Source: an optimization exercise on an open RTL-to-GDS flow (aim: small area and a short achievable clock period). Production flows keep margins and buffers that such runs may drop. At most, simulation tests tie the RTL to the original design; equivalence was not proved. For runs 3 and 4, only the layout was checked, not whether the RTL still works. Power figures rest on the tool's default switching activity, not on a simulated workload.

**flow/run.sh**
```bash
#!/bin/bash
# Standard layout, with plain buf_1 cells as the port buffers.
export BUFFER_PORTS_ARGS="-buffer_cell sky130_fd_sc_hd__buf_1"
bash standard.sh > standard.log 2>&1
```
**standard.sh**
```bash
#!/bin/bash
# synth_recipe.tcl (not shown) runs the flow's synth.tcl, then flattens the netlist and writes it again
# the make line also repeats each setting of config.mk as NAME=value (left out here)
make -C /OpenROAD-flow-scripts/flow DESIGN_CONFIG=/design/flow/config.mk WORK_HOME=/design/flow/orfs CLKGATE_MAP_FILE= SYNTH_SCRIPT=/design/flow/synth_recipe.tcl "${@:-finish}"
```
**config.mk**
```make
export PLATFORM = sky130hd
export DESIGN_NAME = adder
export DESIGN_NICKNAME = adder
export VERILOG_FILES = /design/flow/design.v
export SDC_FILE = /design/flow/constraint.sdc
export NUM_CORES = 4
export LEC_CHECK = 0
export ABC_AREA = 1
export CAP_MARGIN = 20
export CORE_MARGIN = 2
export CORE_UTILIZATION = 40
export CTS_BUF_LIST = sky130_fd_sc_hd__clkbuf_4 sky130_fd_sc_hd__clkbuf_8
export CTS_CLUSTER_DIAMETER = 100
export CTS_CLUSTER_SIZE = 30
export SETUP_SLACK_MARGIN = 1.3
export SLEW_MARGIN = 20
```
**constraint.sdc**
```tcl
create_clock -name core_clock -period 4.0 [get_ports {clk}]
set_input_delay 0.8000 -clock core_clock [delete_from_list [all_inputs] [get_ports {clk}]]
set_output_delay 0.8000 -clock core_clock [all_outputs]
set_load 0.01 [all_outputs]
```
**design.v**
```verilog
module adder(clk, rst, in_valid, operand_1, operand_2, out_valid, Sum);
input clk;
input rst;
input in_valid;
input [31:0] operand_1;
input [31:0] operand_2;
output out_valid;
output [31:0] Sum;
reg [1:0] valid;
always @(posedge clk)
    if (rst) valid <= 0;
    else valid <= {valid[0:0], in_valid};
assign out_valid = valid[1];
wire [30:0] op2_iw = operand_2[30:0];
wire [31:0] a = operand_1;
wire [30:0] b = op2_iw;
wire [8:0] d12 = {1'b0, a[30:23]} - {1'b0, b[30:23]};
wire [7:0] d21 = b[30:23] - a[30:23];
wire [7:0] cgt = a[30:23] & ~b[30:23];
wire [7:0] ceq = ~(a[30:23] ^ b[30:23]);
wire [3:0] cgt1, ceq1;
wire [1:0] cgt2, ceq2;
genvar ci;
generate for (ci = 0; ci < 4; ci = ci + 1) begin : cmp1
    assign cgt1[ci] = cgt[2*ci+1] | (ceq[2*ci+1] & cgt[2*ci]);
    assign ceq1[ci] = ceq[2*ci+1] & ceq[2*ci];
end endgenerate
generate for (ci = 0; ci < 2; ci = ci + 1) begin : cmp2
    assign cgt2[ci] = cgt1[2*ci+1] | (ceq1[2*ci+1] & cgt1[2*ci]);
    assign ceq2[ci] = ceq1[2*ci+1] & ceq1[2*ci];
end endgenerate
wire ge = cgt2[1] | (ceq2[1] & (cgt2[0] | ceq2[0]));
wire [7:0] dd = ge ? d12[7:0] : d21;
wire [0:0] sgn_aw = a[31];
wire [7:0] emax_aw = ge ? a[30:23] : b[30:23];
wire [22:0] fb_aw = ge ? a[22:0] : b[22:0];
wire [22:0] fs_aw = ge ? b[22:0] : a[22:0];
wire [4:0] sh_aw = dd[4:0];
wire [0:0] shz_aw = (dd[7:5] != 3'd0) || (dd[4:3] == 2'b11);
wire [23:0] x0 = {1'b1, fs_aw};
wire [23:0] x1 = sh_aw[0] ? (x0 >> 1) : x0;
wire [23:0] x2 = sh_aw[1] ? (x1 >> 2) : x1;
wire [23:0] x3 = sh_aw[2] ? (x2 >> 4) : x2;
reg [0:0] sgn_s3;
reg [7:0] emax_s3;
reg [22:0] fb_s3;
reg [23:0] xs_s3;
reg [4:0] sh_s3;
reg [0:0] shz_s3;
always @(posedge clk) begin
    sgn_s3 <= sgn_aw;
    emax_s3 <= emax_aw;
    fb_s3 <= fb_aw;
    xs_s3 <= x3;
    sh_s3 <= sh_aw;
    shz_s3 <= shz_aw;
end
wire [23:0] xz3 = shz_s3 ? 24'd0 : xs_s3;
wire [23:0] x4 = sh_s3[3] ? (xz3 >> 8) : xz3;
wire [23:0] x5 = sh_s3[4] ? (x4 >> 16) : x4;
wire [23:0] sml = x5;
wire [24:0] ms;
madd u_madd(.a({1'b1, fb_s3}), .b(sml), .s(ms));
reg [0:0] sgn_c;
reg [7:0] emax_c;
reg [23:0] ms_c;
always @(posedge clk) begin
    sgn_c <= sgn_s3;
    emax_c <= emax_s3;
    ms_c <= ms[24:1];
end
wire [23:0] msn = ms_c;
wire [7:0] e = emax_c + {7'd0, msn[23]};
wire [22:0] f = msn[23] ? msn[22:0] : {msn[21:0], 1'b0};
wire [31:0] res_dw = {sgn_c, e, f};
assign Sum = res_dw;
endmodule
module madd(a, b, s);
input [23:0] a;
input [23:0] b;
output [24:0] s;
wire [23:0] g0 = a & b;
wire [23:0] p0 = a ^ b;
wire g1_1 = g0[1] | (p0[1] & g0[0]);
wire p1_1 = p0[1] & p0[0];
wire g3_1 = g0[3] | (p0[3] & g0[2]);
wire p3_1 = p0[3] & p0[2];
wire g5_1 = g0[5] | (p0[5] & g0[4]);
wire p5_1 = p0[5] & p0[4];
wire g7_1 = g0[7] | (p0[7] & g0[6]);
wire p7_1 = p0[7] & p0[6];
wire g9_1 = g0[9] | (p0[9] & g0[8]);
wire p9_1 = p0[9] & p0[8];
wire g11_1 = g0[11] | (p0[11] & g0[10]);
wire p11_1 = p0[11] & p0[10];
wire g13_1 = g0[13] | (p0[13] & g0[12]);
wire p13_1 = p0[13] & p0[12];
wire g15_1 = g0[15] | (p0[15] & g0[14]);
wire p15_1 = p0[15] & p0[14];
wire g17_1 = g0[17] | (p0[17] & g0[16]);
wire p17_1 = p0[17] & p0[16];
wire g19_1 = g0[19] | (p0[19] & g0[18]);
wire p19_1 = p0[19] & p0[18];
wire g21_1 = g0[21] | (p0[21] & g0[20]);
wire p21_1 = p0[21] & p0[20];
wire g23_1 = g0[23] | (p0[23] & g0[22]);
wire p23_1 = p0[23] & p0[22];
wire g2_1 = g0[2] | (p0[2] & g1_1);
wire p2_1 = p0[2] & p1_1;
wire g3_2 = g3_1 | (p3_1 & g1_1);
wire p3_2 = p3_1 & p1_1;
wire g6_1 = g0[6] | (p0[6] & g5_1);
wire p6_1 = p0[6] & p5_1;
wire g7_2 = g7_1 | (p7_1 & g5_1);
wire p7_2 = p7_1 & p5_1;
wire g10_1 = g0[10] | (p0[10] & g9_1);
wire p10_1 = p0[10] & p9_1;
wire g11_2 = g11_1 | (p11_1 & g9_1);
wire p11_2 = p11_1 & p9_1;
wire g14_1 = g0[14] | (p0[14] & g13_1);
wire p14_1 = p0[14] & p13_1;
wire g15_2 = g15_1 | (p15_1 & g13_1);
wire p15_2 = p15_1 & p13_1;
wire g18_1 = g0[18] | (p0[18] & g17_1);
wire p18_1 = p0[18] & p17_1;
wire g19_2 = g19_1 | (p19_1 & g17_1);
wire p19_2 = p19_1 & p17_1;
wire g22_1 = g0[22] | (p0[22] & g21_1);
wire p22_1 = p0[22] & p21_1;
wire g23_2 = g23_1 | (p23_1 & g21_1);
wire p23_2 = p23_1 & p21_1;
wire g4_1 = g0[4] | (p0[4] & g3_2);
wire p4_1 = p0[4] & p3_2;
wire g5_2 = g5_1 | (p5_1 & g3_2);
wire p5_2 = p5_1 & p3_2;
wire g6_2 = g6_1 | (p6_1 & g3_2);
wire p6_2 = p6_1 & p3_2;
wire g7_3 = g7_2 | (p7_2 & g3_2);
wire p7_3 = p7_2 & p3_2;
wire g12_1 = g0[12] | (p0[12] & g11_2);
wire p12_1 = p0[12] & p11_2;
wire g13_2 = g13_1 | (p13_1 & g11_2);
wire p13_2 = p13_1 & p11_2;
wire g14_2 = g14_1 | (p14_1 & g11_2);
wire p14_2 = p14_1 & p11_2;
wire g15_3 = g15_2 | (p15_2 & g11_2);
wire p15_3 = p15_2 & p11_2;
wire g20_1 = g0[20] | (p0[20] & g19_2);
wire p20_1 = p0[20] & p19_2;
wire g21_2 = g21_1 | (p21_1 & g19_2);
wire p21_2 = p21_1 & p19_2;
wire g22_2 = g22_1 | (p22_1 & g19_2);
wire p22_2 = p22_1 & p19_2;
wire g23_3 = g23_2 | (p23_2 & g19_2);
wire p23_3 = p23_2 & p19_2;
wire g8_1 = g0[8] | (p0[8] & g7_3);
wire p8_1 = p0[8] & p7_3;
wire g9_2 = g9_1 | (p9_1 & g7_3);
wire p9_2 = p9_1 & p7_3;
wire g10_2 = g10_1 | (p10_1 & g7_3);
wire p10_2 = p10_1 & p7_3;
wire g11_3 = g11_2 | (p11_2 & g7_3);
wire p11_3 = p11_2 & p7_3;
wire g12_2 = g12_1 | (p12_1 & g7_3);
wire p12_2 = p12_1 & p7_3;
wire g13_3 = g13_2 | (p13_2 & g7_3);
wire p13_3 = p13_2 & p7_3;
wire g14_3 = g14_2 | (p14_2 & g7_3);
wire p14_3 = p14_2 & p7_3;
wire g15_4 = g15_3 | (p15_3 & g7_3);
wire p15_4 = p15_3 & p7_3;
wire g16_1 = g0[16] | (p0[16] & g15_4);
wire p16_1 = p0[16] & p15_4;
wire g17_2 = g17_1 | (p17_1 & g15_4);
wire p17_2 = p17_1 & p15_4;
wire g18_2 = g18_1 | (p18_1 & g15_4);
wire p18_2 = p18_1 & p15_4;
wire g19_3 = g19_2 | (p19_2 & g15_4);
wire p19_3 = p19_2 & p15_4;
wire g20_2 = g20_1 | (p20_1 & g15_4);
wire p20_2 = p20_1 & p15_4;
wire g21_3 = g21_2 | (p21_2 & g15_4);
wire p21_3 = p21_2 & p15_4;
wire g22_3 = g22_2 | (p22_2 & g15_4);
wire p22_3 = p22_2 & p15_4;
wire g23_4 = g23_3 | (p23_3 & g15_4);
wire p23_4 = p23_3 & p15_4;
assign s[0] = p0[0];
assign s[1] = p0[1] ^ g0[0];
assign s[2] = p0[2] ^ g1_1;
assign s[3] = p0[3] ^ g2_1;
assign s[4] = p0[4] ^ g3_2;
assign s[5] = p0[5] ^ g4_1;
assign s[6] = p0[6] ^ g5_2;
assign s[7] = p0[7] ^ g6_2;
assign s[8] = p0[8] ^ g7_3;
assign s[9] = p0[9] ^ g8_1;
assign s[10] = p0[10] ^ g9_2;
assign s[11] = p0[11] ^ g10_2;
assign s[12] = p0[12] ^ g11_3;
assign s[13] = p0[13] ^ g12_2;
assign s[14] = p0[14] ^ g13_3;
assign s[15] = p0[15] ^ g14_3;
assign s[16] = p0[16] ^ g15_4;
assign s[17] = p0[17] ^ g16_1;
assign s[18] = p0[18] ^ g17_2;
assign s[19] = p0[19] ^ g18_2;
assign s[20] = p0[20] ^ g19_3;
assign s[21] = p0[21] ^ g20_2;
assign s[22] = p0[22] ^ g21_3;
assign s[23] = p0[23] ^ g22_3;
assign s[24] = g23_4;
endmodule
```
==> out/qor.csv, run 1 <==
stage;metric;value;unit
placed_design;Placed Area;6420;µm²
sta;FMAX;388.5;MHz
worst_setup_path;WP data arrival;2.83;ns
synth;largest area contributor in the synthesized netlist;dfxtp_1;
sta;Slew headroom;52.02;%
worst_setup_path;Worst EP required;4.26;ns
synth;Synth Register Bits;94;
synth;Post-Synthesis Cells;892;
sta;RSZ-0062 raised after global routing;false;
clock_tree;TritonCTS clock tree;built;
routing;DR vias;5660;
cells_and_area;Area Growth Syn to Fin;14.97;%
synth;EDFF count, synth;0;
sta;Tcrit/Tclk final;64.35;%
clock_tree;TritonCTS Buffers;9;
synth;synth unique cells;35;
cells_and_area;nets@finish;1095;
clock_tree;clock latency (worst-skew pair);0.37;ns
cells_and_area;Ant. Diodes;0;
placed_design;Cells after DPL;1145;
clock_tree;CTS clock-pin slew for the worst setup and hold paths;0.09;ns
sta;final slew viol count;0;
placed_design;GP Congestion;0.8468;
synth;FFs w/ async S/R, synth;0;%
outcome;status;timing/DRC/antenna clean;
floorplan;die area;15870;µm²
clock_tree;Clock Sinks;94;
routing;DR iter-0 viols;402;
min_path;type of the worst min-delay path;reg -> reg;
floorplan;Core ar.;14530;µm²
clock_tree;clock buffer depth;2;
routing;WL final;14.64;mm
worst_setup_path;Critical Path Max Stage Delay;0.41;ns
routing;Avg WL per Cell;12.49;µm
synth;Mapped Area;5952;µm²
floorplan;Initial Utilization;40.95;%
worst_setup_path;slowest CP cell;fa_1;
sta;Worst-Margin Slew;0.7189;ns
power_and_ir_drop;PD cells;460.5;nW/µm²
placed_design;IO Port Bufs;98;
sta;final hold vios;0;
sta;skew final;0.01061;ns
sta;Setup TNS;0;ns
power_and_ir_drop;peak supply drop;173.8;µV
sta;Worst Hold Margin;0.3326;ns
sta;clock period minus worst slack;2.574;ns
global_route;first-pass GRT wire length;23.95;mm
placed_design;Placement Setup Slack;0.7147;ns
power_and_ir_drop;Overall Power;3.151;mW
synth;area share of the largest cell type after synthesis;31.62;%
routing;DRC violations left;0;
routing;Final ANT Viol Nets;0;
global_route;Global Route Usage Sum;18.55;%
worst_setup_path;Setup crit end kind;flip-flop;
clock_tree;CTS Hold Bufs;0;
sta;Setup Viol. Count Final;0;
synth;ys flop type;dfxtp_1;
worst_setup_path;Startpoint Class;flip-flop;
cells_and_area;Finished Core Util;47.08;%
worst_setup_path;worst-path fanout max;18;
synth;Syn Nets;1004;
floorplan;std cell rows;44;
clock_tree;H-tree levels;3;
floorplan;Boundary Pins;100;
cells_and_area;layout cells sized above 1;6.781;%
floorplan;die height;126.0;µm
global_route;grt total ovfl;0;
synth;part of the Yosys area used for sequential elements;31.62;%
global_route;pin count of the biggest net entering global routing;58;
flow_run;max-cap violation count;0;
synth;syn_area_per_cell;6.673;µm²
worst_setup_path;worst path cell trace;buf_6, nor2_2, inv_2, o32ai_1, ha_1, a21oi_2, o21ai_1, a21oi_1, nand3_2, fa_1, xor2_1;
synth;top cells by area, synth;dfxtp_1, nand3_1, nand2_1;
synth;Synth warnings;1;
synth;top-count cell post-synth;nand2_1;
synth;Synth top cells by count;nand2_1, nand3_1, inv_1;
cells_and_area;finished layout cell area;6843;µm²
worst_setup_path;Crit Path Class;reg -> reg;
sta;Setup WS post-layout;1.426;ns
clock_tree;root buffer cell;clkbuf_8;
cells_and_area;final non-filler cell total;1172;
floorplan;Die X;126.0;µm
power_and_ir_drop;Static Leak;3.498;nW
routing;DR vias/cell;4.829;
global_route;initial antenna violation count;0;
routing;DR pass1 iterations;5;
placed_design;hpwl dp;11.18;mm
global_route;number of global-route vias before repair;4885;
[power breakdown]
part / internal [mW] / total (mW) / leakage, nW / switching, mW
Clock: 0.264 / 0.598 / 0.0963 / 0.333
Sequential: 1.18 / 1.29 / 0.791 / 0.113
Combinational: 0.446 / 1.26 / 2.61 / 0.815
[sequential cells by signal, indices dropped and copies added, names as in the netlist]
name	count
emax_c	8
emax_s3	8
fb_s3	23
ms_c	24
sgn_c	1
sgn_s3	1
sh_s3	2
shz_s3	1
valid	2
xs_s3	24
[layout by cell type (no fill, tap or decap), types with 4 or more instances in the layout]
cell / n
dfxtp_1: 91
a21o_1: 4
xor2_1: 15
ha_1: 38
o21ai_1: 6
nand2_1: 220
clkinvlp_4: 5
nand3_1: 171
buf_1: 97
a21oi_1: 30
fa_1: 6
xnor2_1: 5
inv_1: 124
nand2_4: 5
clkbuf_8: 11
buf_4: 10
o21ai_0: 53
nor2_1: 41
[routing by layer]
metal  wire (µm)  GRT usage (%)  vias up
li1            -              -     3058
met1        7563          27.86     2460
met2        6364          28.15      133
met3         611          2.761        9
met4         101          4.072        0
met5           0              0        -
[cell families after synthesis]
group | Yosys count | share of synthesized area, %
AND/OR/NAND/NOR | 450 | 32.52
XOR/XNOR | 20 | 2.943
flip-flops | 94 | 31.62
buffers and inverters | 167 | 11.39
AO/OA/AOI/OAI | 116 | 11.18
adder cells (fa/ha/maj) | 45 | 10.34
[layout make-up]
type	count	area (µm²)
Clock buffer	11	151.4
Clock inverter	5	38.79
Fill cell	1660	7691
Inverter	130	499.2
Multi-Input combinational cell	634	3525
Sequential cell	94	1886
Tap cell	184	230.2
Timing Repair Buffer	111	490.5
Timing Repair inverter	3	22.52
[critical path, delay by kind of cell, from the launching register on]
kind	cells	cell delay, ns
AND/OR/NAND/NOR	2	0.24
XOR/XNOR	1	0.16
flip-flops	1	0.31
AO/OA/AOI/OAI	4	0.74
buffers and inverters	2	0.27
adder cells (fa/ha/maj)	2	0.74
[path summary, 6_finish.rpt]
kind,startpoint,to,slack [ns],cells after the start
hold / removal,emax_s3[7],emax_c[7],0.33,0
setup / recovery,sh_s3[3],ms_c[16],1.43,11
setup reg to reg,sh_s3[3],ms_c[16],1.43,11
hold reg to reg,emax_s3[7],emax_c[7],0.33,0
[timing repair]
item                                    CTS  global route
endpoints found under the setup margin   37            34
cloned                                    5             1
buffers inserted                          1             4
gates resized for setup                  23            24
pin swaps                                 2             6
==> run 2, diff against run 1 <==
--- a/config.mk
+++ b/config.mk
@@ -10,7 +10,5 @@
 export CORE_MARGIN = 2
 export CORE_UTILIZATION = 40
 export CTS_BUF_LIST = sky130_fd_sc_hd__clkbuf_4 sky130_fd_sc_hd__clkbuf_8
-export CTS_CLUSTER_DIAMETER = 100
-export CTS_CLUSTER_SIZE = 30
 export SETUP_SLACK_MARGIN = 1.3
 export SLEW_MARGIN = 20
==> run 2 against run 1 <==
Compared with the run above: design area unchanged; final cell count did not move; still clean on timing, DRC and antenna; total power did not move; setup slack is the same; largest cell class unchanged.
==> out/qor.csv, run 2 <==
stage;metric;value;unit;change
worst_setup_path;Worst EP required;4.26;ns;about the same
synth;FFs w/ async S/R, synth;0;%;unchanged
global_route;pin count of the biggest net entering global routing;58;;unchanged
global_route;grt total ovfl;0;;unchanged
global_route;Global Route Usage Sum;18.55;%;unchanged
synth;Syn Nets;1004;;unchanged
cells_and_area;commonest non-fill, non-tap cell in the layout;nand2_1;;unchanged
global_route;initial antenna violation count;0;;unchanged
clock_tree;H-tree levels;3;;unchanged
synth;top-count cell post-synth;nand2_1;;unchanged
floorplan;Initial Utilization;40.95;%;unchanged
routing;Avg WL per Cell;12.49;µm;unchanged
clock_tree;CTS clock-pin slew for the worst setup and hold paths;0.09;ns;about the same
sta;Setup Viol. Count Final;0;;unchanged
cells_and_area;most frequent cells in the layout;nand2_1, nand3_1, inv_1;;unchanged
sta;FMAX;388.5;MHz;unchanged
clock_tree;root buffer cell;clkbuf_8;;unchanged
routing;DR iter-0 viols;402;;unchanged
synth;Mapped Area;5952;µm²;unchanged
routing;WL final;14.64;mm;unchanged
clock_tree;TritonCTS Buffers;9;;unchanged
routing;DR vias/cell;4.829;;unchanged
floorplan;die height;126.0;µm;unchanged
floorplan;Die X;126.0;µm;unchanged
placed_design;GP Congestion;0.8468;;unchanged
power_and_ir_drop;peak supply drop;173.8;µV;unchanged
routing;Final ANT Viol Nets;0;;unchanged
worst_setup_path;slowest CP cell;fa_1;;unchanged
floorplan;std cell rows;44;;unchanged
floorplan;die area;15870;µm²;unchanged
sta;Setup TNS;0;ns;unchanged
clock_tree;clock latency (worst-skew pair);0.37;ns;about the same
synth;syn_area_per_cell;6.673;µm²;unchanged
floorplan;Boundary Pins;100;;unchanged
power_and_ir_drop;Static Leak;3.498;nW;unchanged
sta;final hold vios;0;;unchanged
sta;RSZ-0062 raised after global routing;false;;unchanged
sta;Worst-Margin Slew;0.7189;ns;unchanged
outcome;status;timing/DRC/antenna clean;;unchanged
synth;Synth warnings;1;;unchanged
worst_setup_path;WP data arrival;2.83;ns;about the same
routing;DR vias;5660;;unchanged
synth;part of the Yosys area used for sequential elements;31.62;%;unchanged
cells_and_area;Finished Core Util;47.08;%;unchanged
worst_setup_path;Critical Path Max Stage Delay;0.41;ns;about the same
worst_setup_path;worst path cell trace;buf_6, nor2_2, inv_2, o32ai_1, ha_1, a21oi_2, o21ai_1, a21oi_1, nand3_2, fa_1, xor2_1;;unchanged
synth;Synth Register Bits;94;;unchanged
worst_setup_path;worst-path fanout max;18;;unchanged
floorplan;Core ar.;14530;µm²;unchanged
clock_tree;Clock Sinks;94;;unchanged
synth;top cells by area, synth;dfxtp_1, nand3_1, nand2_1;;unchanged
clock_tree;TritonCTS clock tree;built;;unchanged
synth;ys flop type;dfxtp_1;;unchanged
cells_and_area;nets@finish;1095;;unchanged
routing;DR pass1 iterations;5;;unchanged
sta;Slew headroom;52.02;%;unchanged
global_route;first-pass GRT wire length;23.95;mm;unchanged
worst_setup_path;reg2reg setup slack;1.43;ns;about the same
worst_setup_path;Setup crit end kind;flip-flop;;unchanged
min_path;type of the worst min-delay path;reg -> reg;;unchanged
cells_and_area;layout cells sized above 1;6.781;%;unchanged
sta;final slew viol count;0;;unchanged
cells_and_area;Ant. Diodes;0;;unchanged
global_route;number of global-route vias before repair;4885;;unchanged
synth;EDFF count, synth;0;;unchanged
synth;Synth top cells by count;nand2_1, nand3_1, inv_1;;unchanged
worst_setup_path;Startpoint Class;flip-flop;;unchanged
worst_setup_path;Buffers & Inverters on Critical Path;2;;unchanged
cells_and_area;# fillers;1660;;unchanged
synth;Post-Synthesis Cells;892;;unchanged
placed_design;hpwl dp;11.18;mm;unchanged
synth;area share of the largest cell type after synthesis;31.62;%;unchanged
synth;synth unique cells;35;;unchanged
cells_and_area;Largest regs;ms_c x24, xs_s3 x24, fb_s3 x23;;unchanged
clock_tree;clock buffer depth;2;;unchanged
clock_tree;CTS Hold Bufs;0;;unchanged
power_and_ir_drop;PD cells;460.5;nW/µm²;unchanged
worst_setup_path;Crit Path Class;reg -> reg;;unchanged
routing;DRC violations left;0;;unchanged
sta;Tcrit/Tclk final;64.35;%;unchanged
synth;largest area contributor in the synthesized netlist;dfxtp_1;;unchanged
sta;clock period minus worst slack;2.574;ns;unchanged
flow_run;max-cap violation count;0;;unchanged
placed_design;IO Port Bufs;98;;unchanged
sta;skew final;0.01061;ns;unchanged
cells_and_area;Area Growth Syn to Fin;14.97;%;unchanged
worst_setup_path;CP delay by family, top;compound AO/OA/AOI/OAI gates;;unchanged
-- run 2: per-layer routing --
layer  track usage (%)  wire (µm)  vias to the layer above
met2             28.15       6364                      133
met1             27.86       7563                     2460
met3             2.761        611                        9
li1                  -          -                     3058
met4             4.072        101                        0
met5                 0          0                        -
-- run 2: kinds of logic (layout without fill, tap and decap cells) --
logic type      count (synthesis)  in the layout  synth area share (%)
compound gates                116            117                 11.18
xor+xnor                       20             20                 2.943
buf+inv                       167            260                 11.39
fa+ha+maj                      45             45                 10.34
flops                          94             94                 31.62
simple gates                  450            452                 32.52
-- run 2: stage by stage --
stage / power (mW) / std cells / area, µm² / hold slack (ns) / setup WS [ns]
floorplan: 2.164 / 892 / 5954 / 0.3096 / 1.309
global placement: 2.475 / 1145 / 6420 / 0.3100 / 0.7347
detailed placement: 2.481 / 1145 / 6420 / 0.3135 / 0.7147
CTS: 3.135 / 1167 / 6730 / 0.3344 / 1.289
global route: 3.422 / 1172 / 6843 / 0.3435 / 1.298
finish: 3.151 / 1172 / 6843 / 0.3326 / 1.426
-- run 2: worst reg2reg max path, delay by kind of cell, from the launching register on --
family	cells	cell delay, ns
AOI/OAI and AO/OA	4	0.74
DFF	1	0.31
adders and majority gates	2	0.75
buffers and inverters	2	0.27
xor gates and xnor gates	1	0.16
and+or+nand+nor	2	0.24
-- run 2: cell type report --
type	count	area [µm²]	area share, %
clock inverters	5	38.79	0.5668
inverters	130	499.2	7.296
repair inverters	3	22.52	0.3291
well taps	184	230.2	3.364
multi-input cells	634	3525	51.51
repair buffers	111	490.5	7.168
clock buffers	11	151.4	2.212
flip-flops and latches	94	1886	27.56
-- run 2: report_power, final --
group / internal (mW) / leakage [nW] / switching [mW]
combinational: 0.446 / 2.61 / 0.815
clock: 0.264 / 0.0963 / 0.333
sequential: 1.18 / 0.791 / 0.113
total: 1.89 / 3.50 / 1.26
-- run 2: timing repair --
item,4_1_cts,5_1_grt
resized for setup,23,24
pin swaps,2,6
cloned,5,1
setup endpoints to repair,37,34
setup buffers,1,4
-- run 2: path summary, 6_finish.rpt --
check,start,end,cells after the start
setup / recovery,sh_s3[3],ms_c[16],11
hold / removal,emax_s3[7],emax_c[7],0
setup reg to reg,sh_s3[3],ms_c[16],11
hold reg to reg,emax_s3[7],emax_c[7],0
==> run 3, diff against run 2 <==
--- a/design.v
+++ b/design.v
@@ -37,9 +37,10 @@
 wire [22:0] fs_aw = ge ? b[22:0] : a[22:0];
 wire [4:0] sh_aw = dd[4:0];
 wire [0:0] shz_aw = (dd[7:5] != 3'd0) || (dd[4:3] == 2'b11);
-wire [23:0] x0 = {1'b1, fs_aw};
-wire [23:0] x1 = sh_aw[0] ? (x0 >> 1) : x0;
-wire [23:0] x2 = sh_aw[1] ? (x1 >> 2) : x1;
+wire [23:0] pa = {1'b1, a[22:0]} >> d21[1:0];
+wire [23:0] pb = {1'b1, b[22:0]} >> d12[1:0];
+wire [23:0] fsp = ge ? pb : pa;
+wire [23:0] x2 = fsp;
 wire [23:0] x3 = sh_aw[2] ? (x2 >> 4) : x2;
 reg [0:0] sgn_s3;
 reg [7:0] emax_s3;
--- a/config.mk
+++ b/config.mk
@@ -10,5 +10,5 @@
 export CORE_MARGIN = 2
 export CORE_UTILIZATION = 40
 export CTS_BUF_LIST = sky130_fd_sc_hd__clkbuf_4 sky130_fd_sc_hd__clkbuf_8
-export SETUP_SLACK_MARGIN = 1.3
+export SETUP_SLACK_MARGIN = 1.4
 export SLEW_MARGIN = 20
==> run 3 against run 2 <==
Compared with the run above: still clean; combinational power hardly changed; via count is 7.4% higher; die area up 8.4%; area after synthesis rose by 8.7%; final cell count grew 11%; critical path depth increased by 1; critical endpoint is now fb_s3[14].
==> out/qor.csv, run 3 <==
stage;metric;value;unit;change
routing;DR vias/cell;4.668;;was 4.829
synth;syn_area_per_cell;6.467;µm²;was 6.673 µm²
worst_setup_path;Worst EP required;4.20;ns;was 4.26 ns
sta;FMAX;392.6;MHz;was 388.5 MHz
synth;largest area contributor in the synthesized netlist;dfxtp_1;;unchanged
worst_setup_path;Buffers & Inverters on Critical Path;4;;was 2
synth;Synth top cells by count;nand2_1, inv_1, dfxtp_1;;was nand2_1, nand3_1, inv_1
placed_design;IO Port Bufs;98;;unchanged
worst_setup_path;Crit path depth;12;;was 11
clock_tree;root buffer cell;clkbuf_8;;unchanged
outcome;status;timing/DRC/antenna clean;;unchanged
clock_tree;clock latency (worst-skew pair);0.35;ns;was 0.37 ns
synth;EDFF count, synth;0;;unchanged
routing;DR pass1 iterations;7;;was 5
sta;Slew headroom;63.25;%;was 52.02%
cells_and_area;most frequent cells in the layout;nand2_1, inv_1, buf_1;;was nand2_1, nand3_1, inv_1
placed_design;Placed Area;6874;µm²;was 6420 µm²
synth;Mapped Area;6467;µm²;was 5952 µm²
worst_setup_path;R2R depth;11;;unchanged
floorplan;Die X;131.2;µm;was 126.0 µm
floorplan;Initial Utilization;40.86;%;was 40.95%
synth;Synth warnings;1;;unchanged
routing;met1 WL;8.446;mm;was 7.563 mm
power_and_ir_drop;Static Leak;3.645;nW;was 3.498 nW
cells_and_area;Ant. Diodes;0;;unchanged
min_path;Min-Delay Path Depth;0;;unchanged
routing;Max Used Layer;met4;;unchanged
floorplan;die height;131.2;µm;was 126.0 µm
global_route;number of global-route vias before repair;5423;;was 4885
cells_and_area;final non-filler cell total;1302;;was 1172
synth;Post-Synthesis Cells;1000;;was 892
cells_and_area;Area Growth Syn to Fin;14.03;%;was 14.97%
synth;ys flop type;dfxtp_1;;unchanged
min_path;type of the worst min-delay path;reg -> reg;;unchanged
placed_design;Cells after DPL;1274;;was 1145
sta;Setup TNS;0;ns;unchanged
sta;clock period minus worst slack;2.547;ns;was 2.574 ns
floorplan;Boundary Pins;100;;unchanged
synth;Syn Nets;1112;;was 1004
global_route;grt total ovfl;0;;unchanged
power_and_ir_drop;PD cells;425.5;nW/µm²;was 460.5 nW/µm²
synth;part of the Yosys area used for sequential elements;29.10;%;was 31.62%
clock_tree;TritonCTS Buffers;9;;unchanged
worst_setup_path;slowest CP cell;o21ai_0;;was fa_1
worst_setup_path;worst-path fanout max;35;;was 18
worst_setup_path;Startpoint Class;primary input;;was flip-flop
routing;Met3 Routed Length;726;µm;was 611 µm
clock_tree;clock buffer depth;2;;unchanged
sta;RSZ-0062 raised after global routing;true;;was false
clock_tree;Clock Sinks;94;;unchanged
global_route;Global Route Usage Sum;17.98;%;was 18.55%
routing;DRC violations left;0;;unchanged
sta;skew final;0.01413;ns;was 0.01061 ns
sta;Setup Viol. Count Final;0;;unchanged
floorplan;die area;17200;µm²;was 15870 µm²
cells_and_area;finished layout cell area;7375;µm²;was 6843 µm²
worst_setup_path;Setup crit end kind;flip-flop;;unchanged
routing;DR iter-0 viols;425;;was 402
synth;Synth Register Bits;94;;unchanged
power_and_ir_drop;Overall Power;3.138;mW;was 3.151 mW
sta;final slew viol count;0;;unchanged
routing;Final ANT Viol Nets;0;;unchanged
cells_and_area;nets@finish;1194;;was 1095
routing;WL final;16.04;mm;was 14.64 mm
clock_tree;TritonCTS clock tree;built;;unchanged
synth;top-count cell post-synth;nand2_1;;unchanged
global_route;first-pass GRT wire length;25.85;mm;was 23.95 mm
routing;Avg WL per Cell;12.32;µm;was 12.49 µm
cells_and_area;# fillers;1720;;was 1660
synth;FFs w/ async S/R, synth;0;%;unchanged
synth;synth unique cells;39;;was 35
routing;DR vias;6078;;was 5660
cells_and_area;layout cells sized above 1;8.471;%;was 6.781%
cells_and_area;Largest regs;ms_c x24, xs_s3 x24, fb_s3 x23;;unchanged
worst_setup_path;worst path cell trace;buf_1, inv_1, ha_1, fa_2, inv_1, nand2_1, nand2_2, nand2_2, nand2_4, nand2_8, buf_16, o21ai_0;;was buf_6, nor2_2, inv_2, o32ai_1, ha_1, a21oi_2, o21ai_1, a21oi_1, nand3_2, fa_1, xor2_1
flow_run;max-cap violation count;0;;unchanged
placed_design;hpwl dp;12.15;mm;was 11.18 mm
worst_setup_path;WP data arrival;2.74;ns;was 2.83 ns
clock_tree;CTS Hold Bufs;0;;unchanged
cells_and_area;commonest non-fill, non-tap cell in the layout;nand2_1;;unchanged
sta;final hold vios;0;;unchanged
sta;Tcrit/Tclk final;63.68;%;was 64.35%
sta;Worst-Margin Slew;0.5513;ns;was 0.7189 ns
clock_tree;CTS clock-pin slew for the worst setup and hold paths;0.09;ns;about the same
global_route;initial antenna violation count;0;;unchanged
worst_setup_path;Crit Path Class;in -> reg;;was reg -> reg
worst_setup_path;Critical Path Max Stage Delay;0.45;ns;was 0.41 ns
floorplan;Core ar.;15830;µm²;was 14530 µm²
clock_tree;H-tree levels;3;;unchanged
synth;area share of the largest cell type after synthesis;29.10;%;was 31.62%
synth;top cells by area, synth;dfxtp_1, nand2_1, ha_1;;was dfxtp_1, nand3_1, nand2_1
routing;metal2 WL;6.672;mm;was 6.364 mm
worst_setup_path;CP delay by family, top;adder cells;;was compound AO/OA/AOI/OAI gates
power_and_ir_drop;peak supply drop;146.1;µV;was 173.8 µV
placed_design;GP Congestion;0.9061;;was 0.8468
global_route;pin count of the biggest net entering global routing;81;;was 58
floorplan;std cell rows;46;;was 44
run 3: cell types whose count changed after synthesis, sizes merged, moves of 6 or more:
cell | previous run | this run
nor2 | 43 | 92
clkbuf | 15 | 22
nand2 | 225 | 325
a21oi | 34 | 40
nand3 | 174 | 47
o21ai | 61 | 120
mux2i | 0 | 13
run 3: layout make-up:
| cell class | instances | area [µm²] | share of cell area [%] |
|---|---|---|---|
| Multi-Input combinational cell | 737 | 4003 | 54.28 |
| Inverter | 126 | 498.0 | 6.753 |
| Timing Repair inverter | 1 | 7.507 | 0.1018 |
| Clock inverter | 4 | 30.03 | 0.4072 |
| Sequential cell | 94 | 1891 | 25.64 |
| Clock buffer | 11 | 151.4 | 2.053 |
| Tap cell | 216 | 270.3 | 3.665 |
| Timing Repair Buffer | 113 | 524.3 | 7.109 |
run 3: worst paths after layout:
path                 start   endpoint  slack [ns]
max          operand_2[23]  fb_s3[14]        1.45
max reg2reg         shz_s3   ms_c[16]        1.51
min             emax_s3[0]  emax_c[0]        0.33
min reg2reg     emax_s3[0]  emax_c[0]        0.33
run 3: power by group:
part           switching [mW]  internal [mW]  total (mW)
clock network           0.317          0.260       0.577
logic                   0.836          0.451        1.29
registers               0.109           1.16        1.27
run 3: timing repair:
item	CTS	global route
setup endpoints to repair	33	39
gates resized for setup	24	36
setup buffers	0	8
pin swaps	1	4
gates cloned	0	5
hold endpoints to repair	0	0
run 3: per-layer routing:
layer,GRT usage [%],vias to the layer above
li1,-,3327
met1,27.39,2606
met2,26.46,132
met3,2.585,13
met4,4.469,0
met5,0,-
run 3: kinds of logic (layout without fill, tap and decap cells):
family / Yosys count / count (layout) / synth area share (%)
AOI/OAI and AO/OA: 182 / 182 / 15.28
xor gates and xnor gates: 20 / 20 / 2.708
adders and majority gates: 45 / 45 / 9.518
buffers and inverters: 172 / 255 / 11.82
DFF: 94 / 94 / 29.10
muxes: 13 / 13 / 2.012
and+or+nand+nor: 474 / 477 / 29.56
run 3: metrics by stage:
| stage | hold WS [ns] | utilization [%] | setup WS (ns) |
|---|---|---|---|
| after floorplan | 0.3096 | - | 1.408 |
| after global placement | 0.3114 | 43.43 | 0.8478 |
| after detailed placement | 0.3121 | 43.43 | 0.7983 |
| after CTS | 0.3285 | 45.04 | 1.405 |
| after global routing | 0.3372 | 46.59 | 1.380 |
| final | 0.3324 | 46.59 | 1.453 |
==> run 4, diff against run 3 <==
--- a/design.v
+++ b/design.v
@@ -37,10 +37,11 @@
 wire [22:0] fs_aw = ge ? b[22:0] : a[22:0];
 wire [4:0] sh_aw = dd[4:0];
 wire [0:0] shz_aw = (dd[7:5] != 3'd0) || (dd[4:3] == 2'b11);
-wire [23:0] pa = {1'b1, a[22:0]} >> d21[1:0];
-wire [23:0] pb = {1'b1, b[22:0]} >> d12[1:0];
+wire [23:0] pa = {1'b1, a[22:0]} >> d21[0:0];
+wire [23:0] pb = {1'b1, b[22:0]} >> d12[0:0];
 wire [23:0] fsp = ge ? pb : pa;
-wire [23:0] x2 = fsp;
+wire [23:0] x1 = fsp;
+wire [23:0] x2 = sh_aw[1] ? (x1 >> 2) : x1;
 wire [23:0] x3 = sh_aw[2] ? (x2 >> 4) : x2;
 reg [0:0] sgn_s3;
 reg [7:0] emax_s3;
==> run 4 against run 3 <==
Compared with the run above: critical path type unchanged; routed wire length decreased by 2.8%; sequential share of layout area rose by 0.24 points; global-route usage grew 0.92 points; design area decreased by 0.93%; critical endpoint is now xs_s3[16]; largest cell class unchanged.
==> out/qor.csv, run 4 <==
stage;metric;value;unit;change
synth;top cells by area, synth;dfxtp_1, nand2_1, nand3_1;;was dfxtp_1, nand2_1, ha_1
worst_setup_path;Crit Path Class;in -> reg;;unchanged
cells_and_area;most frequent cells in the layout;nand2_1, inv_1, buf_1;;unchanged
placed_design;hpwl dp;11.92;mm;was 12.15 mm
clock_tree;root buffer cell;clkbuf_8;;unchanged
routing;Met3 Routed Length;743;µm;was 726 µm
min_path;min-delay src;emax_s3[1];;was emax_s3[0]
worst_setup_path;slowest CP cell;fa_2;;was o21ai_0
clock_tree;CTS clock-pin slew for the worst setup and hold paths;0.09;ns;about the same
sta;Tcrit/Tclk final;61.58;%;was 63.68%
synth;Syn Nets;1081;;was 1112
cells_and_area;Ant. Diodes;0;;unchanged
min_path;Min-Delay Path Depth;0;;unchanged
placed_design;IO Port Bufs;98;;unchanged
worst_setup_path;WP data arrival;2.79;ns;was 2.74 ns
routing;Avg WL per Cell;12.24;µm;was 12.32 µm
worst_setup_path;Critical Path Max Stage Delay;0.36;ns;was 0.45 ns
global_route;grt total ovfl;0;;unchanged
flow_run;max-cap violation count;0;;unchanged
worst_setup_path;reg2reg setup slack;1.54;ns;was 1.51 ns
clock_tree;clock buffer depth;2;;unchanged
sta;Setup Viol. Count Final;0;;unchanged
global_route;number of global-route vias before repair;5207;;was 5423
floorplan;std cell rows;46;;unchanged
worst_setup_path;Setup crit start;operand_2[23];;unchanged
routing;DR iter-0 viols;389;;was 425
synth;Post-Synthesis Cells;969;;was 1000
routing;DR pass1 iterations;4;;was 7
clock_tree;CTS Hold Bufs;0;;unchanged
synth;Mapped Area;6379;µm²;was 6467 µm²
cells_and_area;layout cells sized above 1;8.318;%;was 8.471%
min_path;type of the worst min-delay path;reg -> reg;;unchanged
synth;top-count cell post-synth;nand2_1;;unchanged
synth;EDFF count, synth;0;;unchanged
floorplan;Die X;130.3;µm;was 131.2 µm
floorplan;Boundary Pins;100;;unchanged
cells_and_area;nets@finish;1165;;was 1194
synth;syn_area_per_cell;6.583;µm²;was 6.467 µm²
synth;part of the Yosys area used for sequential elements;29.50;%;was 29.10%
floorplan;die area;16970;µm²;was 17200 µm²
cells_and_area;Largest regs;ms_c x24, xs_s3 x24, fb_s3 x23;;unchanged
floorplan;die height;130.3;µm;was 131.2 µm
sta;Setup TNS;0;ns;unchanged
synth;largest area contributor in the synthesized netlist;dfxtp_1;;unchanged
clock_tree;H-tree levels;3;;unchanged
clock_tree;TritonCTS Buffers;9;;unchanged
routing;Max Used Layer;met4;;unchanged
synth;area share of the largest cell type after synthesis;29.50;%;was 29.10%
global_route;Global Route Usage Sum;18.90;%;was 17.98%
synth;FFs w/ async S/R, synth;0;%;unchanged
power_and_ir_drop;Overall Power;3.326;mW;was 3.138 mW
synth;Synth warnings;1;;unchanged
sta;Worst Hold Margin;0.3272;ns;was 0.3324 ns
cells_and_area;Area Growth Syn to Fin;14.54;%;was 14.03%
routing;DR vias;5983;;was 6078
power_and_ir_drop;peak supply drop;213.7;µV;was 146.1 µV
synth;ys flop type;dfxtp_1;;unchanged
clock_tree;TritonCTS clock tree;built;;unchanged
worst_setup_path;worst path cell trace;buf_1, inv_1, ha_1, fa_2, inv_1, nand2_1, nand2_1, nand2_4, nand2_8, nand2_4, buf_12, nand2_2, nand2_8, nand2_1, nand3_1, nand2_1;;was buf_1, inv_1, ha_1, fa_2, inv_1, nand2_1, nand2_2, nand2_2, nand2_4, nand2_8, buf_16, o21ai_0
cells_and_area;commonest non-fill, non-tap cell in the layout;nand2_1;;unchanged
clock_tree;Clock Sinks;94;;unchanged
routing;DR vias/cell;4.696;;was 4.668
routing;metal2 WL;6.515;mm;was 6.672 mm
routing;WL final;15.59;mm;was 16.04 mm
sta;final hold vios;0;;unchanged
floorplan;Initial Utilization;40.60;%;was 40.86%
worst_setup_path;Worst EP required;4.33;ns;was 4.20 ns
worst_setup_path;most used cell, CP;nand2_1;;
power_and_ir_drop;Static Leak;3.673;nW;was 3.645 nW
outcome;status;timing/DRC/antenna clean;;unchanged
worst_setup_path;Setup crit end kind;flip-flop;;unchanged
cells_and_area;# fillers;1701;;was 1720
synth;synth unique cells;37;;was 39
sta;Worst-Margin Slew;0.5029;ns;was 0.5513 ns
sta;Slew headroom;66.47;%;was 63.25%
worst_setup_path;Startpoint Class;primary input;;unchanged
routing;met1 WL;7.958;mm;was 8.446 mm
floorplan;Core ar.;15710;µm²;was 15830 µm²
routing;Final ANT Viol Nets;0;;unchanged
synth;Synth top cells by count;nand2_1, inv_1, nand3_1;;was nand2_1, inv_1, dfxtp_1
placed_design;GP Congestion;0.8637;;was 0.9061
worst_setup_path;worst-path fanout max;31;;was 35
clock_tree;clock latency (worst-skew pair);0.38;ns;was 0.35 ns
worst_setup_path;Buffers & Inverters on Critical Path;4;;unchanged
sta;FMAX;406.0;MHz;was 392.6 MHz
sta;RSZ-0062 raised after global routing;true;;unchanged
worst_setup_path;FF-to-FF End;ms_c[16];;unchanged
sta;final slew viol count;0;;unchanged
worst_setup_path;R2R depth;11;;unchanged
sta;clock period minus worst slack;2.463;ns;was 2.547 ns
sta;skew final;0.01035;ns;was 0.01413 ns
worst_setup_path;CP delay by family, top;simple AND/OR/NAND/NOR gates;;was adder cells
routing;DRC violations left;0;;unchanged
power_and_ir_drop;PD cells;455.3;nW/µm²;was 425.5 nW/µm²
global_route;initial antenna violation count;1;;was 0
global_route;pin count of the biggest net entering global routing;69;;was 81
synth;Synth Register Bits;94;;unchanged
global_route;first-pass GRT wire length;25.10;mm;was 25.85 mm
worst_setup_path;r2r startpoint;shz_s3;;unchanged
min_path;hold endpoint;emax_c[1];;was emax_c[0]
-- run 4: changes by cell type after synthesis, sizes merged, moves of 7 or more --
| cell | delta |
|---|---|
| nand3 | +50 |
| clkbuf | -7 |
| nor2 | -44 |
| nand2 | +14 |
| o21ai | -39 |
| a21oi | -7 |
-- run 4: worst max-delay path by stage --
stage	endpoint	slack, ns	depth (start not counted)
global route	xs_s3[6]	1.39	16
detailed placement	ms_c[16]	0.73	11
global placement	ms_c[16]	0.73	11
CTS	xs_s3[6]	1.42	15
finish	xs_s3[16]	1.54	16
floorplan	ms_c[16]	1.40	12
-- run 4: timing repair --
item | 4_1_cts | 5_1_grt
endpoints found under the setup margin | 45 | 34
pin swaps | 5 | 5
cloned | 3 | 0
resized for setup | 31 | 30
buffers inserted | 5 | 5
-- run 4: cells by family after synthesis --
kind of cell / after synthesis / share of synthesized area, %
flip-flops: 94 / 29.50
adder cells (fa/ha/maj): 45 / 9.651
AND/OR/NAND/NOR: 498 / 32.86
multiplexers: 18 / 2.825
buffers and inverters: 163 / 11.51
XOR/XNOR: 20 / 2.746
AO/OA/AOI/OAI: 131 / 10.91
-- run 4: area by class of cell --
cell class	instances	area (µm²)	share of cell area, %
clock buffers	12	158.9	2.175
multi-input cells	715	3938	53.90
flip-flops and latches	94	1891	25.88
clock inverters	4	77.57	1.062
repair buffers	112	503.0	6.885
well taps	216	270.3	3.699
inverters	121	467.9	6.405
-- run 4: power by group --
part           switching (mW)  leakage (nW)  internal, mW
Clock                   0.337         0.121         0.397
Combinational           0.825          2.76         0.459
Sequential              0.128         0.791          1.18
-- run 4: metal layers --
layer / vias to the layer above / track usage, %
met1: 2579 / 26.87
met2: 132 / 28.77
met3: 21 / 3.034
met5: - / 0
li1: 3251 / -
met4: 0 / 7.147
-- run 4: stage by stage --
step | area [µm²] | util [%] | setup slack (ns) | cells
floorplan | 6380 | - | 1.400 | 969
global placement | 6769 | 43.08 | 0.7340 | 1245
detailed placement | 6769 | 43.08 | 0.7348 | 1245
CTS | 7181 | 45.70 | 1.423 | 1269
global route | 7306 | 46.50 | 1.391 | 1274
finish | 7306 | 46.50 | 1.537 | 1274
==> run 5, diff against run 4 <==
--- a/design.v
+++ b/design.v
@@ -37,10 +37,8 @@
 wire [22:0] fs_aw = ge ? b[22:0] : a[22:0];
 wire [4:0] sh_aw = dd[4:0];
 wire [0:0] shz_aw = (dd[7:5] != 3'd0) || (dd[4:3] == 2'b11);
-wire [23:0] pa = {1'b1, a[22:0]} >> d21[0:0];
-wire [23:0] pb = {1'b1, b[22:0]} >> d12[0:0];
-wire [23:0] fsp = ge ? pb : pa;
-wire [23:0] x1 = fsp;
+wire [23:0] x0 = {1'b1, fs_aw};
+wire [23:0] x1 = sh_aw[0] ? (x0 >> 1) : x0;
 wire [23:0] x2 = sh_aw[1] ? (x1 >> 2) : x1;
 wire [23:0] x3 = sh_aw[2] ? (x2 >> 4) : x2;
 reg [0:0] sgn_s3;
==> flow/run.sh (replaced) <==
#!/bin/bash
# Standard layout with two changes:
#  - synthesis leaves the adder logic to ABC instead of first mapping it to
#    the library's full- and half-adder cells (ADDER_MAP_FILE empty); the
#    registers are not affected;
#  - plain buf_1 cells as the port buffers.
export BUFFER_PORTS_ARGS="-buffer_cell sky130_fd_sc_hd__buf_1"
bash standard.sh ADDER_MAP_FILE= finish > standard.log 2>&1
--- a/config.mk
+++ b/config.mk
@@ -10,5 +10,5 @@
 export CORE_MARGIN = 2
 export CORE_UTILIZATION = 40
 export CTS_BUF_LIST = sky130_fd_sc_hd__clkbuf_4 sky130_fd_sc_hd__clkbuf_8
-export SETUP_SLACK_MARGIN = 1.4
+export SETUP_SLACK_MARGIN = 1.7
 export SLEW_MARGIN = 20
==> run 5 against run 4 <==
Compared with the run above: critical path depth decreased by 2; clock power fell by 14%; largest power group is now combinational logic; still clean; clock-buffer cell count rose by 1; first-iteration DRC count rose by 28%; design area grew 7.7%; sequential share of layout area is 1.8 points lower; die area fell by 4.5%; via count is 5.9% higher; total power increased by 3.3%; final cell count decreased by 0.63%.
==> out/qor.csv, run 5 <==
stage;metric;value;unit;change
outcome;status;timing/DRC/antenna clean;;unchanged
synth;Synth Register Bits;94;;unchanged
synth;synth unique cells;42;;was 37
clock_tree;TritonCTS clock tree;built;;unchanged
routing;Final ANT Viol Nets;0;;unchanged
worst_setup_path;Setup crit end kind;flip-flop;;unchanged
synth;Post-Synthesis Cells;950;;was 969
cells_and_area;Area Growth Syn to Fin;29.45;%;was 14.54%
cells_and_area;Largest regs;ms_c x24, xs_s3 x24, fb_s3 x23;;unchanged
cells_and_area;nets@finish;1140;;was 1165
placed_design;Placement Setup Slack;0.7190;ns;was 0.7348 ns
synth;EDFF count, synth;0;;unchanged
power_and_ir_drop;Static Leak;3.737;nW;was 3.673 nW
global_route;first-pass GRT wire length;25.70;mm;was 25.10 mm
worst_setup_path;Setup crit start;operand_2[28];;was operand_2[23]
synth;top cells by area, synth;dfxtp_1, nand2_1, nand3_1;;unchanged
placed_design;IO Port Bufs;98;;unchanged
clock_tree;root buffer cell;clkbuf_8;;unchanged
synth;syn_area_per_cell;6.400;µm²;was 6.583 µm²
synth;FFs w/ async S/R, synth;0;%;unchanged
global_route;pin count of the biggest net entering global routing;48;;was 69
clock_tree;clock buffer depth;2;;unchanged
floorplan;std cell rows;45;;was 46
floorplan;Die X;127.3;µm;was 130.3 µm
floorplan;Initial Utilization;40.44;%;was 40.60%
synth;Mapped Area;6080;µm²;was 6379 µm²
min_path;min-delay src;emax_s3[2];;was emax_s3[1]
routing;DR pass1 iterations;5;;was 4
placed_design;hpwl dp;11.54;mm;was 11.92 mm
global_route;grt total ovfl;0;;unchanged
synth;Syn Nets;1017;;was 1081
worst_setup_path;Crit Path Class;in -> reg;;unchanged
clock_tree;Clock Sinks;94;;unchanged
clock_tree;H-tree levels;3;;unchanged
sta;Slew headroom;72.49;%;was 66.47%
floorplan;die area;16200;µm²;was 16970 µm²
floorplan;Core ar.;15030;µm²;was 15710 µm²
worst_setup_path;CP delay by family, top;simple AND/OR/NAND/NOR gates;;unchanged
worst_setup_path;most used cell, CP;nor2_4;;was nand2_1
power_and_ir_drop;PD cells;436.6;nW/µm²;was 455.3 nW/µm²
worst_setup_path;Worst EP required;4.25;ns;was 4.33 ns
min_path;type of the worst min-delay path;reg -> reg;;unchanged
cells_and_area;most frequent cells in the layout;nand2_1, inv_1, buf_1;;unchanged
worst_setup_path;WP data arrival;2.58;ns;was 2.79 ns
sta;FMAX;430.2;MHz;was 406.0 MHz
synth;Synth warnings;1;;unchanged
clock_tree;clock latency (worst-skew pair);0.36;ns;was 0.38 ns
sta;final hold vios;0;;unchanged
worst_setup_path;slowest CP cell;o211ai_1;;was fa_2
worst_setup_path;worst-path fanout max;7;;was 31
sta;Worst-Margin Slew;0.4084;ns;was 0.5029 ns
synth;area share of the largest cell type after synthesis;30.95;%;was 29.50%
routing;DR iter-0 viols;499;;was 389
synth;part of the Yosys area used for sequential elements;30.95;%;was 29.50%
cells_and_area;Ant. Diodes;0;;unchanged
synth;largest area contributor in the synthesized netlist;dfxtp_1;;unchanged
sta;Setup TNS;0;ns;unchanged
sta;Setup Viol. Count Final;0;;unchanged
cells_and_area;layout cells sized above 1;21.99;%;was 8.318%
synth;top-count cell post-synth;nand2_1;;unchanged
clock_tree;TritonCTS Buffers;9;;unchanged
routing;DR vias/cell;5.003;;was 4.696
worst_setup_path;r2r startpoint;sh_s3[3];;was shz_s3
sta;Tcrit/Tclk final;58.11;%;was 61.58%
global_route;Global Route Usage Sum;19.50;%;was 18.90%
flow_run;max-cap violation count;0;;unchanged
routing;DR vias;6334;;was 5983
cells_and_area;commonest non-fill, non-tap cell in the layout;nand2_1;;unchanged
power_and_ir_drop;peak supply drop;161.2;µV;was 213.7 µV
sta;RSZ-0062 raised after global routing;true;;unchanged
worst_setup_path;Buffers & Inverters on Critical Path;4;;unchanged
placed_design;GP Congestion;0.8463;;was 0.8637
floorplan;die height;127.3;µm;was 130.3 µm
sta;Setup WS post-layout;1.676;ns;was 1.537 ns
clock_tree;CTS clock-pin slew for the worst setup and hold paths;0.09;ns;about the same
routing;WL final;16.86;mm;was 15.59 mm
floorplan;Boundary Pins;100;;unchanged
global_route;initial antenna violation count;1;;unchanged
routing;Avg WL per Cell;13.31;µm;was 12.24 µm
global_route;number of global-route vias before repair;5280;;was 5207
sta;final slew viol count;0;;unchanged
worst_setup_path;worst path cell trace;buf_1, inv_2, nand2_4, inv_4, nor2_4, a21oi_4, nor2_4, nor2_4, nand2_8, buf_6, o211ai_1, nand3_2, nand3_1, nand2_1;;was buf_1, inv_1, ha_1, fa_2, inv_1, nand2_1, nand2_1, nand2_4, nand2_8, nand2_4, buf_12, nand2_2, nand2_8, nand2_1, nand3_1, nand2_1
worst_setup_path;Startpoint Class;primary input;;unchanged
routing;DRC violations left;0;;unchanged
synth;ys flop type;dfxtp_1;;unchanged
sta;clock period minus worst slack;2.324;ns;was 2.463 ns
worst_setup_path;Critical Path Max Stage Delay;0.35;ns;was 0.36 ns
sta;skew final;0.007876;ns;was 0.01035 ns
synth;Synth top cells by count;nand2_1, nand3_1, inv_1;;was nand2_1, inv_1, nand3_1
-- run 5: changes by cell type after synthesis, moves of 11 or more --
cell and delta:
o211ai_1 +41, ha_1 -38, nor2_1 +17, nand2_2 +11
nor2_2 +11, mux2i_1 -18, nand2_1 -57, inv_1 -15
-- run 5: worst register-to-register path, stage by stage (launching register included) --
cell,delay [ns]
dfxtp_4,0.40
buf_4,0.19
o211ai_1,0.29
nand2_1,0.09
nand2_1,0.10
nand2_1,0.07
inv_2,0.07
nand2_1,0.06
nor2_1,0.12
nand2_2,0.08
nand2_4,0.11
nand2_4,0.08
nand2_8,0.10
nand2_2,0.07
nand3_2,0.06
nand2_1,0.08
-- run 5: worst paths after layout --
kind,end,slack (ns),cells past startpoint
setup / recovery,xs_s3[7],1.68,14
hold / removal,emax_c[2],0.33,0
setup reg to reg,ms_c[22],1.90,15
hold reg to reg,emax_c[2],0.33,0
-- run 5: metrics by stage --
stage               cell area, µm²  instances  total power [mW]  utilization (%)  hold WS (ns)
global placement              6462       1198             2.490            42.99        0.3116
CTS                           7106       1240             3.247            47.27        0.3300
floorplan                     6087        950             2.225                -        0.3096
finish                        7870       1266             3.436            52.35        0.3294
global route                  7870       1266             3.696            52.35        0.3375
detailed placement            6462       1198             2.500            42.99        0.3121
-- run 5: area by class of cell --
type / count / area [µm²]
clock buffers: 13 / 178.9
well taps: 188 / 235.2
flip-flops and latches: 94 / 1898
repair buffers: 152 / 991.0
clock inverters: 3 / 25.02
inverters: 115 / 483.0
fillers: 1475 / 7163
multi-input cells: 701 / 4059
-- run 5: routing by layer --
layer	GRT usage, %	share of wire [%]
met5	0	0
met4	5.171	1.3
met3	2.303	5.5
met2	30.89	45
met1	28.16	48
-- run 5: power by group --
| part | switching [mW] | internal [mW] | leakage, nW |
|---|---|---|---|
| sequential | 0.140 | 1.16 | 0.792 |
| combinational | 0.937 | 0.571 | 2.84 |
| clock | 0.330 | 0.298 | 0.102 |
-- run 5: cell families after synthesis --
logic type,Yosys count,share of synthesized area [%]
compound gates,163,16.36
xor+xnor,28,4.157
buf+inv,158,11.55
flops,94,30.95
simple gates,507,36.98
-- run 5: what timing repair did --
| action | 4_1_cts | 5_1_grt |
|---|---|---|
| setup endpoints to repair | 63 | 68 |
| pin swaps | 16 | 67 |
| endpoints found under the hold margin | 0 | 0 |
| resized for setup | 54 | 122 |
| gates cloned | 5 | 6 |
| hold buffers | 0 | 0 |
| buffers inserted | 21 | 20 |
==> run 6, diff against run 5 <==
--- a/config.mk
+++ b/config.mk
@@ -10,5 +10,5 @@
 export CORE_MARGIN = 2
 export CORE_UTILIZATION = 40
 export CTS_BUF_LIST = sky130_fd_sc_hd__clkbuf_4 sky130_fd_sc_hd__clkbuf_8
-export SETUP_SLACK_MARGIN = 1.7
+export SETUP_SLACK_MARGIN = 1.5
 export SLEW_MARGIN = 20
==> run 6 against run 5 <==
Compared with the run above: largest power group is now sequential cells; routed wire length fell by 9.0%; total power fell by 8.6%; via count decreased by 5.9%; register-to-register slack got worse by 0.09 ns; highest routed layer unchanged; die area stayed put; still clean.
==> out/qor.csv, run 6 <==
stage;metric;value;unit;change
outcome;status;timing/DRC/antenna clean;;unchanged
power_and_ir_drop;Static Leak;3.335;nW;was 3.737 nW
power_and_ir_drop;peak supply drop;167.1;µV;was 161.2 µV
synth;top-count cell post-synth;nand2_1;;unchanged
floorplan;Core ar.;15030;µm²;unchanged
sta;clock period minus worst slack;2.396;ns;was 2.324 ns
synth;syn_area_per_cell;6.400;µm²;unchanged
min_path;Min-Delay Path Depth;0;;unchanged
routing;DR pass1 iterations;5;;unchanged
placed_design;IO Port Bufs;98;;unchanged
worst_setup_path;most used cell, CP;nand2_1;;was nor2_4
synth;Synth warnings;1;;unchanged
floorplan;Die X;127.3;µm;unchanged
routing;Final ANT Viol Nets;0;;unchanged
floorplan;die height;127.3;µm;unchanged
synth;Synth Register Bits;94;;unchanged
floorplan;std cell rows;45;;unchanged
clock_tree;clock buffer depth;2;;unchanged
sta;Worst-Margin Slew;0.4911;ns;was 0.4084 ns
worst_setup_path;Setup crit start;emax_c[0];;was operand_2[28]
floorplan;die area;16200;µm²;unchanged
worst_setup_path;CP delay by family, top;simple AND/OR/NAND/NOR gates;;unchanged
sta;FMAX;417.3;MHz;was 430.2 MHz
worst_setup_path;Buffers & Inverters on Critical Path;1;;was 4
worst_setup_path;Worst EP required;3.20;ns;was 4.25 ns
floorplan;Boundary Pins;100;;unchanged
synth;synth unique cells;42;;unchanged
worst_setup_path;Critical Path Max Stage Delay;0.35;ns;about the same
sta;Setup TNS;0;ns;unchanged
synth;area share of the largest cell type after synthesis;30.95;%;unchanged
global_route;pin count of the biggest net entering global routing;48;;unchanged
cells_and_area;Largest regs;ms_c x24, xs_s3 x24, fb_s3 x23;;unchanged
sta;Worst Hold Margin;0.3275;ns;was 0.3294 ns
synth;Syn Nets;1017;;unchanged
clock_tree;H-tree levels;3;;unchanged
clock_tree;TritonCTS clock tree;built;;unchanged
routing;DRC violations left;0;;unchanged
sta;RSZ-0062 raised after global routing;true;;unchanged
routing;Avg WL per Cell;12.49;µm;was 13.31 µm
worst_setup_path;r2r startpoint;shz_s3;;was sh_s3[3]
clock_tree;root buffer cell;clkbuf_8;;unchanged
synth;largest area contributor in the synthesized netlist;dfxtp_1;;unchanged
placed_design;Cells after DPL;1198;;unchanged
synth;EDFF count, synth;0;;unchanged
cells_and_area;Ant. Diodes;0;;unchanged
floorplan;Initial Utilization;40.44;%;unchanged
synth;Mapped Area;6080;µm²;unchanged
synth;part of the Yosys area used for sequential elements;30.95;%;unchanged
routing;DR vias;5958;;was 6334
global_route;grt total ovfl;0;;unchanged
worst_setup_path;R2R depth;16;;was 15
synth;Post-Synthesis Cells;950;;unchanged
placed_design;GP Congestion;0.8229;;was 0.8463
cells_and_area;final non-filler cell total;1228;;was 1266
min_path;min-delay src;emax_s3[0];;was emax_s3[2]
sta;Tcrit/Tclk final;59.91;%;was 58.11%
clock_tree;clock latency (worst-skew pair);0.37;ns;was 0.36 ns
sta;final slew viol count;0;;unchanged
worst_setup_path;slowest CP cell;dfxtp_2;;was o211ai_1
cells_and_area;Area Growth Syn to Fin;14.28;%;was 29.45%
synth;top cells by area, synth;dfxtp_1, nand2_1, nand3_1;;unchanged
worst_setup_path;Setup crit end kind;primary output;;was flip-flop
routing;WL final;15.34;mm;was 16.86 mm
sta;Slew headroom;66.91;%;was 72.49%
sta;final hold vios;0;;unchanged
min_path;type of the worst min-delay path;reg -> reg;;unchanged
synth;ys flop type;dfxtp_1;;unchanged
sta;Setup Viol. Count Final;0;;unchanged
worst_setup_path;worst-path fanout max;3;;was 7
power_and_ir_drop;PD cells;451.9;nW/µm²;was 436.6 nW/µm²
clock_tree;TritonCTS Buffers;9;;unchanged
global_route;first-pass GRT wire length;24.55;mm;was 25.70 mm
worst_setup_path;worst path cell trace;nand2_2, nor2_4, nand2_1, nor2_2, and2_4, nand2_1, xnor2_1, buf_2;;was buf_1, inv_2, nand2_4, inv_4, nor2_4, a21oi_4, nor2_4, nor2_4, nand2_8, buf_6, o211ai_1, nand3_2, nand3_1, nand2_1
worst_setup_path;Crit Path Class;reg -> out;;was in -> reg
cells_and_area;most frequent cells in the layout;nand2_1, nand3_1, inv_1;;was nand2_1, inv_1, buf_1
worst_setup_path;Startpoint Class;flip-flop;;was primary input
placed_design;hpwl dp;11.42;mm;was 11.54 mm
synth;FFs w/ async S/R, synth;0;%;unchanged
synth;Synth top cells by count;nand2_1, nand3_1, inv_1;;unchanged
flow_run;max-cap violation count;0;;unchanged
worst_setup_path;WP data arrival;1.60;ns;was 2.58 ns
clock_tree;Clock Sinks;94;;unchanged
global_route;number of global-route vias before repair;5061;;was 5280
cells_and_area;nets@finish;1102;;was 1140
routing;DR iter-0 viols;338;;was 499
clock_tree;CTS clock-pin slew for the worst setup and hold paths;0.08;ns;was 0.09 ns
global_route;Global Route Usage Sum;18.69;%;was 19.50%
global_route;initial antenna violation count;0;;was 1
cells_and_area;layout cells sized above 1;11.73;%;was 21.99%
worst_setup_path;Crit path depth;8;;was 14
cells_and_area;commonest non-fill, non-tap cell in the layout;nand2_1;;unchanged
routing;DR vias/cell;4.852;;was 5.003
sta;skew final;0.006645;ns;was 0.007876 ns
==> run 6: through the flow <==
stage | setup slack [ns] | utilization [%] | area (µm²) | total power [mW]
final | 1.604 | 46.22 | 6948 | 3.140
after CTS | 1.523 | 44.99 | 6763 | 3.117
after floorplan | 1.699 | - | 6080 | 2.224
after global routing | 1.488 | 46.22 | 6948 | 3.394
after global placement | 0.8119 | 43.02 | 6467 | 2.495
after detailed placement | 0.7988 | 43.02 | 6467 | 2.504
==> run 6: path summary, 6_finish.rpt <==
| path | endpoint | slack [ns] |
|---|---|---|
| max | Sum[30] | 1.60 |
| min | emax_c[0] | 0.33 |
| max reg2reg | ms_c[22] | 1.81 |
| min reg2reg | emax_c[0] | 0.33 |
==> run 6: area by class of cell <==
class                   instances  area, µm²
flip-flops and latches         94       1893
multi-input cells             700       3615
well taps                     188      235.2
inverters                     115      449.2
fillers                      1609       8085
clock buffers                  11      145.1
clock inverters                 5      35.03
repair buffers                115      575.6
==> run 6: cell families after synthesis <==
kind of cell | synth area share (%)
buf+inv | 11.55
compound gates | 16.36
xor+xnor | 4.157
simple gates | 36.98
flops | 30.95
==> run 6: what timing repair did <==
item,4_1_cts,5_1_grt
setup buffers,1,9
hold buffers,0,0
cloned,3,1
pin swaps,3,11
gates resized for setup,17,32
setup endpoints to repair,43,43
==> run 6: routing by layer <==
metal / global-route usage (%) / wire (µm) / vias to the layer above
met5: 0 / 0 / -
met1: 28.25 / 7885 / 2538
met3: 2.764 / 695 / 15
met2: 27.56 / 6526 / 156
li1: - / - / 3249
met4: 5.171 / 229 / 0
==> run 6: power by group <==
group / switching [mW] / total (mW) / internal, mW / leakage (nW)
clock: 0.330 / 0.580 / 0.250 / 0.0927
sequential: 0.145 / 1.31 / 1.16 / 0.792
combinational: 0.810 / 1.25 / 0.444 / 2.45

==> static timing again, ports no longer ideal <==
In the flow no input, the clock included, has a driving cell. The finished layouts below were timed again as built, in two steps. Step 1, drivers: a clkbuf_16 drives clk and a buf_2 each remaining input, both assumed. Step 2 times the ports against the registers' clock, not the clock port: input delays grow and output delays shrink by t, the midpoint of the rising clock arrivals with the driver on. Slacks: no drivers / after step 1 / after step 2; pairs: no drivers / after step 1.
| run | t (ns) | slack for setup (ns) | worst setup path after step 2 |
|---|---|---|---|
| run 1 | 0.398 | 1.426 / 1.426 / 1.077 | input to register |
| run 2 | 0.398 | 1.426 / 1.426 / 1.077 | input to register |
| run 3 | 0.375 | 1.453 / 1.442 / 1.067 | input to register |
| run 4 | 0.406 | 1.537 / 1.511 / 1.138 | input to register |
| run 5 | 0.395 | 1.676 / 1.661 / 1.291 | input to register |
| run 6 | 0.401 | 1.604 / 1.568 / 1.226 | input to register |
After both steps setup and hold are still met in every run listed. The setup slack of run 4, which loses most, moves by -0.026 ns with the drivers and by -0.399 ns with both steps.
